Context: an optimization exercise on an open-source flow, tuned for small area. The choices shown serve that exercise and are no tape-out recipe. RTL that was checked went through simulation tests only; none was proved equivalent to the original. For run 2, only the layout was checked, not whether the RTL still works.

<file path="flow/config.mk">
export PLATFORM = sky130hd
export DESIGN_NAME = systolic_array
export DESIGN_NICKNAME = systolic_array
export VERILOG_FILES = /design/flow/design.v
export SDC_FILE = /design/flow/constraint.sdc
export NUM_CORES = 4
export LEC_CHECK = 0
export CAP_MARGIN = 20
export CORE_MARGIN = 2
export CORE_UTILIZATION = 40
export SLEW_MARGIN = 20
</file>
<file path="flow/constraint.sdc">
create_clock -name core_clock -period 6.5 [get_ports {clk}]
set_input_delay 1.3000 -clock core_clock [delete_from_list [all_inputs] [get_ports {clk}]]
set_output_delay 1.3000 -clock core_clock [all_outputs]
set_load 0.01 [all_outputs]
</file>
<file path="flow/design.v">
module processing_element #(parameter DATA_WIDTH = 8) (
    input clk,
    input rst,
    input signed [DATA_WIDTH-1:0] a_in, b_in,
    input signed [2*DATA_WIDTH-1:0] accum_in,
    output reg signed [2*DATA_WIDTH-1:0] accum_out,
    output reg signed [DATA_WIDTH-1:0] a_out, b_out
);
always @(posedge clk or posedge rst) begin
    if (rst) begin
        accum_out <= 0;
        a_out <= 0;
        b_out <= 0;
    end else begin
        accum_out <= accum_in + a_in * b_in;
        a_out <= a_in;
        b_out <= b_in;
    end
end
endmodule
module systolic_array #(parameter DATA_WIDTH = 8, SIZE = 4) (
    input clk,
    input rst,
    input signed [DATA_WIDTH*SIZE*SIZE-1:0] a_in,   
    input signed [DATA_WIDTH*SIZE*SIZE-1:0] b_in,   
    output signed [2*DATA_WIDTH*SIZE*SIZE-1:0] result   
);
wire signed [DATA_WIDTH-1:0] a [0:SIZE-1][0:SIZE-1];
wire signed [DATA_WIDTH-1:0] b [0:SIZE-1][0:SIZE-1];
wire signed [2*DATA_WIDTH-1:0] accum [0:SIZE-1][0:SIZE-1];
generate
    genvar i, j;
    for (i = 0; i < SIZE; i = i + 1) begin
        for (j = 0; j < SIZE; j = j + 1) begin
            assign a[i][j] = a_in[(i * SIZE + j) * DATA_WIDTH +: DATA_WIDTH];
            assign b[i][j] = b_in[(i * SIZE + j) * DATA_WIDTH +: DATA_WIDTH];
        end
    end
endgenerate
generate
    for (i = 0; i < SIZE; i = i + 1) begin
        for (j = 0; j < SIZE; j = j + 1) begin
            if (i == 0) begin
                processing_element #(.DATA_WIDTH(DATA_WIDTH)) pe (
                    .clk(clk), .rst(rst),
                    .a_in(a[i][j]), .b_in(b[i][j]),
                    .accum_in(0),   
                    .accum_out(accum[i][j])
                );
            end else begin
                processing_element #(.DATA_WIDTH(DATA_WIDTH)) pe (
                    .clk(clk), .rst(rst),
                    .a_in(a[i][j]), .b_in(b[i][j]),
                    .accum_in(accum[i-1][j]),   
                    .accum_out(accum[i][j])
                );
            end
        end
    end
endgenerate
generate
    for (i = 0; i < SIZE; i = i + 1) begin
        for (j = 0; j < SIZE; j = j + 1) begin
            assign result[(i * SIZE + j) * 2 * DATA_WIDTH +: 2 * DATA_WIDTH] = accum[i][j];
        end
    end
endgenerate
endmodule
</file>
<file path="flow/run.sh">
#!/bin/bash
# synth_recipe.tcl (not shown) runs the flow's synth.tcl, then flattens the netlist and writes it again
# the make line also repeats each setting of config.mk as NAME=value (left out here)
make -C /OpenROAD-flow-scripts/flow DESIGN_CONFIG=/design/flow/config.mk WORK_HOME=/design/flow/orfs CLKGATE_MAP_FILE= SYNTH_SCRIPT=/design/flow/synth_recipe.tcl finish
</file>
==> flow_summary.ini, run 1 <==
[placed_design]
dp_hpwl_mm = 109
pre_cts_slack_ns = 0.206
gp_congestion = 0.891
portBuffers = 513
dp.cells = 7082

[cts]
cts_buffers = 39
cts_tree = yes
clk_latency_ns = 0.59
hold_buffers = 0
htreeDepth = 2
cts_sinks = 256
ctsRootBufferMaster = clkbuf_16
clk_pin_slew_ns = 0.06
post_cts_resized = 0
clockBufferDepth = 3
cts_setup_buffers = 0

[sta]
setup_ws_ns = 0.809
rsz0062_at_grt = no
fin_tns_setup_ns = 0
fin_crit_ns = 5.69
fmax_mhz = 176
fin_skew_ns = 0.0237
slew_headroom = 0.399
whs_ns = 0.521
finalSetupViolations = 0
worst_slew_pin_slew_ns = 0.901
drv_slew = 0
fin_crit_sh = 0.876
hold_violations = 0

[die]
io_pins = 514
die_h_um = 359
rows = 130
initial_core_util = 0.401
die-area_mm2 = 0.129
coreArea_mm2 = 0.125
die_w_um = 359

[yosys]
synth.area.top_cells = fa_1 43%, ha_1 14%, dfrtp_1 13%, inv_1 8.4%, and2_1 6.8%
synth.yosys.seq_area_share = 0.127
yosys.area.top_type = fa_1
synth_enable_flop_cells = 0
synth_warnings = 2
ys_async_sr_fraction = 1.00
yosysTopAreaCellShare = 0.427
synth_common_cells = 1121 x inv_1, 1072 x fa_1, 560 x ha_1
syn_nets = 6768
synth_cells = 4878
synth_area_mm2 = 0.0503
avgSynthCellArea_um2 = 10.3
synth_seq_cells = 256
yosysMostFrequentCell = inv_1
ys_types = 56
synth_flop_cell = dfrtp_1

[detailed_routing]
totalWireLength_mm = 122
drt_iter0_drc = 1379
drtPass1Iterations = 7
antenna_left = 0
post_drt_wl_per_cell_um = 17.0
drc = 0
dr_total_vias = 33800
vias_per_cell = 4.71

[finish]
final_net_count = 7363
layout-drive-gt1-share = 0.0269
synthToLayoutAreaGrowth_pct = 17.9
largest_register_ffs = 256
instances_no_fill = 7167
fill_cells = 11900
largestRegisters = genblk2.genblk1.genblk1.pe.accum_out (256)
top_register = genblk2.genblk1.genblk1.pe.accum_out

[global_routing]
grt_pass1_wl_mm = 198
grt.busiest_layer = met2
grt_max_degree = 98
grt.overflow.total = 0
use_met3 = 0.0270
grt_pass1_vias = 36600
grt.total_usage = 0.196
use_met2 = 0.325
met1_usage = 0.268
antenna_found_initial = 15

[setup_path]
critPathKind = in -> reg
crit_fanout = 8
end_kind = register
required_ns = 6.96
start_kind = input port
arrival_ns = 6.15

[outcome]
status = finished clean

[job]
drv_cap = 0

[hold_path]
hold_class = reg -> reg
-- stage by stage --
stage                     cell area [um2]  utilization
after floorplan                     50300            -
after global placement              57800        0.462
after detailed placement            57800        0.462
after CTS                           59200        0.473
after global routing                59300        0.473
final                               59300        0.473
-- layout make-up --
type	instances	area (um2)	area share
tap	1650	2060	0.0348
sequential	256	6410	0.108
inverter	1132	4250	0.0718
antenna	14	35.0	0.000591
clock buffer	49	1080	0.0183
timing repair buffer	561	5510	0.0929
clock inverter	22	315	0.00532
multi-input combinational	3483	39600	0.668
-- kinds of logic (layout without fill, tap and decap cells) --
family                     count (synthesis)  count (layout)  synth area share
xor gates and xnor gates                 307             307            0.0535
AOI/OAI and AO/OA                        327             327            0.0445
DFF                                      256             256             0.127
adders and majority gates               1632            1632             0.566
buffers and inverters                   1139            1764            0.0850
and+or+nand+nor                         1217            1217             0.123
other                                      0              14                 0
-- cell usage in the layout, fill, tap and decap left out, types with 82 or more instances in the layout --
master	count
and2_1	549
nor2_1	177
xnor2_1	267
dfrtp_1	256
a21oi_1	82
clkdlybuf4s50_1	513
ha_1	560
fa_1	1072
nand2_1	381
inv_1	1120
-- routing by layer --
layer	wire length, um	part of all wire
met5	41	0.00034
met3	5280	0.043
met2	58200	0.48
met4	3960	0.033
met1	54200	0.45
-- final timing paths --
kind / slack (ns) / depth (start not counted) / startpoint / endpoint
setup / recovery: 0.81 / 14 / b_in[113] / genblk2[3].genblk1[2].genblk1.pe.accum_out[15]$_DFF_PP0_
hold / removal: 0.52 / 1 / genblk2[2].genblk1[1].genblk1.pe.accum_out[0]$_DFF_PP0_ / genblk2[3].genblk1[1].genblk1.pe.accum_out[0]$_DFF_PP0_
setup reg to reg: 1.80 / 17 / genblk2[1].genblk1[0].genblk1.pe.accum_out[4]$_DFF_PP0_ / genblk2[2].genblk1[0].genblk1.pe.accum_out[14]$_DFF_PP0_
hold reg to reg: 0.52 / 1 / genblk2[2].genblk1[1].genblk1.pe.accum_out[0]$_DFF_PP0_ / genblk2[3].genblk1[1].genblk1.pe.accum_out[0]$_DFF_PP0_
max in group asynchronous: 3.98 / 4 / rst / genblk2[0].genblk1[0].genblk1.pe.accum_out[12]$_DFF_PP0_
min in group asynchronous: 1.20 / 3 / rst / genblk2[2].genblk1[2].genblk1.pe.accum_out[12]$_DFF_PP0_
-- worst max-delay path, stage by stage --
cell and delay (ns):
clkdlybuf4s50_1 0.62, and2_1 0.45, fa_1 0.52, fa_1 0.49, fa_1 0.57, fa_1 0.42
ha_1 0.29, ha_1 0.34, a2111oi_0 0.44, o21ai_0 0.16, nand2_1 0.13, o21a_1 0.16
o21ai_0 0.12, xnor2_1 0.14
==> run 2: changes to the inputs <==
==> flow/design.v (replaced) <==
module systolic_array #(parameter DATA_WIDTH = 8, SIZE = 4) (
    input clk,
    input rst,
    input [DATA_WIDTH*SIZE*SIZE-1:0] a_in,
    input [DATA_WIDTH*SIZE*SIZE-1:0] b_in,
    output [2*DATA_WIDTH*SIZE*SIZE-1:0] result
);
wire [2*DATA_WIDTH-1:0] accum [0:SIZE-1][0:SIZE-1];
generate
    genvar i, j;
    for (i = 0; i < SIZE; i = i + 1) begin : row
        for (j = 0; j < SIZE; j = j + 1) begin : col
            if (i == 0) begin : first
                pe_first pe (
                    .clk(clk), .rst(rst),
                    .a_in(a_in[(i * SIZE + j) * DATA_WIDTH +: DATA_WIDTH]),
                    .b_in(b_in[(i * SIZE + j) * DATA_WIDTH +: DATA_WIDTH]),
                    .accum_out(accum[i][j])
                );
            end else begin : rest
                pe_acc pe (
                    .clk(clk), .rst(rst),
                    .a_in(a_in[(i * SIZE + j) * DATA_WIDTH +: DATA_WIDTH]),
                    .b_in(b_in[(i * SIZE + j) * DATA_WIDTH +: DATA_WIDTH]),
                    .accum_in(accum[i-1][j]),
                    .accum_out(accum[i][j])
                );
            end
            assign result[(i * SIZE + j) * 2 * DATA_WIDTH +: 2 * DATA_WIDTH] = accum[i][j];
        end
    end
endgenerate
endmodule
==> flow/flow/run.sh (new file) <==
#!/bin/bash
# Layout flow: the standard ORFS flow (standard.sh), with
#  - the AOI21 gates that synthesis sized to drive strength 2 set back to
#    drive strength 1 (same function; timing repair may upsize them again),
#  - the port buffers made from the smallest buffer cell (buf_1) instead of
#    the default delay buffer, and
#  - clock tree synthesis with smaller clusters of clkbuf_8 and no dummy loads.
# Each tool's full output is in the ORFS logs under orfs/logs/; the make
# output is in synth.log and standard.log.
set -euo pipefail
export BUFFER_PORTS_ARGS="-buffer_cell sky130_fd_sc_hd__buf_1"
export CTS_ARGS="-sink_clustering_enable -repair_clock_nets -dont_use_dummy_load -sink_clustering_size 14 -sink_clustering_max_diameter 80 -buf_list {sky130_fd_sc_hd__clkbuf_4 sky130_fd_sc_hd__clkbuf_8}"
RES=orfs/results/sky130hd/systolic_array/base
bash standard.sh synth > synth.log 2>&1
sed -i 's/sky130_fd_sc_hd__a21oi_2 /sky130_fd_sc_hd__a21oi_1 /' $RES/1_2_yosys.v
rm -f $RES/1_synth.odb $RES/1_synth.sdc
bash standard.sh > standard.log 2>&1
==> flow/standard.sh (new file) <==
#!/bin/bash
# synth_recipe.tcl (not shown) runs the flow's synth.tcl, then flattens the netlist and writes it again
# the make line also repeats each setting of config.mk as NAME=value (left out here)
make -C /OpenROAD-flow-scripts/flow DESIGN_CONFIG=/design/flow/config.mk WORK_HOME=/design/flow/orfs CLKGATE_MAP_FILE= SYNTH_SCRIPT=/design/flow/synth_recipe.tcl "${@:-finish}"
--- a/flow/config.mk
+++ b/flow/config.mk
@@ -10,2 +10,4 @@
 export CORE_UTILIZATION = 40
+export GPL_TIMING_DRIVEN = 0
 export SLEW_MARGIN = 20
+export SYNTH_HIERARCHICAL = 1
removed: flow/run.sh
==> run 2 against run 1 <==
Net effect:
- the run now fails in Yosys front end
==> flow_summary.ini, run 2 <==
[outcome]
haltStage = Yosys front end
error_line = ERROR: Module `\pe_acc' referenced in module `\systolic_array' in cell `\row[3].col[3].rest.pe' is not part of the design.
status = stopped before the end

[yosys]
synth_warnings = 0

==> what the ideal ports hide <==
No port has a modelled driver above. Below, the same layout with a new extraction and two added sets of constraints.
Step 1 assumes that a clkbuf_16 drives the clock port and a buf_2 every other input.
Step 2 also shifts input and output timing later by t, the mid clock arrival at the registers, as if the neighbouring blocks saw the same clock.
Slacks: ideal / step 1 / step 2; pairs: ideal / step 1.
run: run 1
t (ns): 0.646
slack for setup (ns): 0.809 / 0.762 / 0.116
worst setup path at the end: input to register
worst register clock-pin slew, ns: 0.06 / 0.06
After both steps setup and hold are still met in run 1. For run 1, drivers alone change the setup slack by -0.047 ns; drivers and shift together by -0.693 ns.
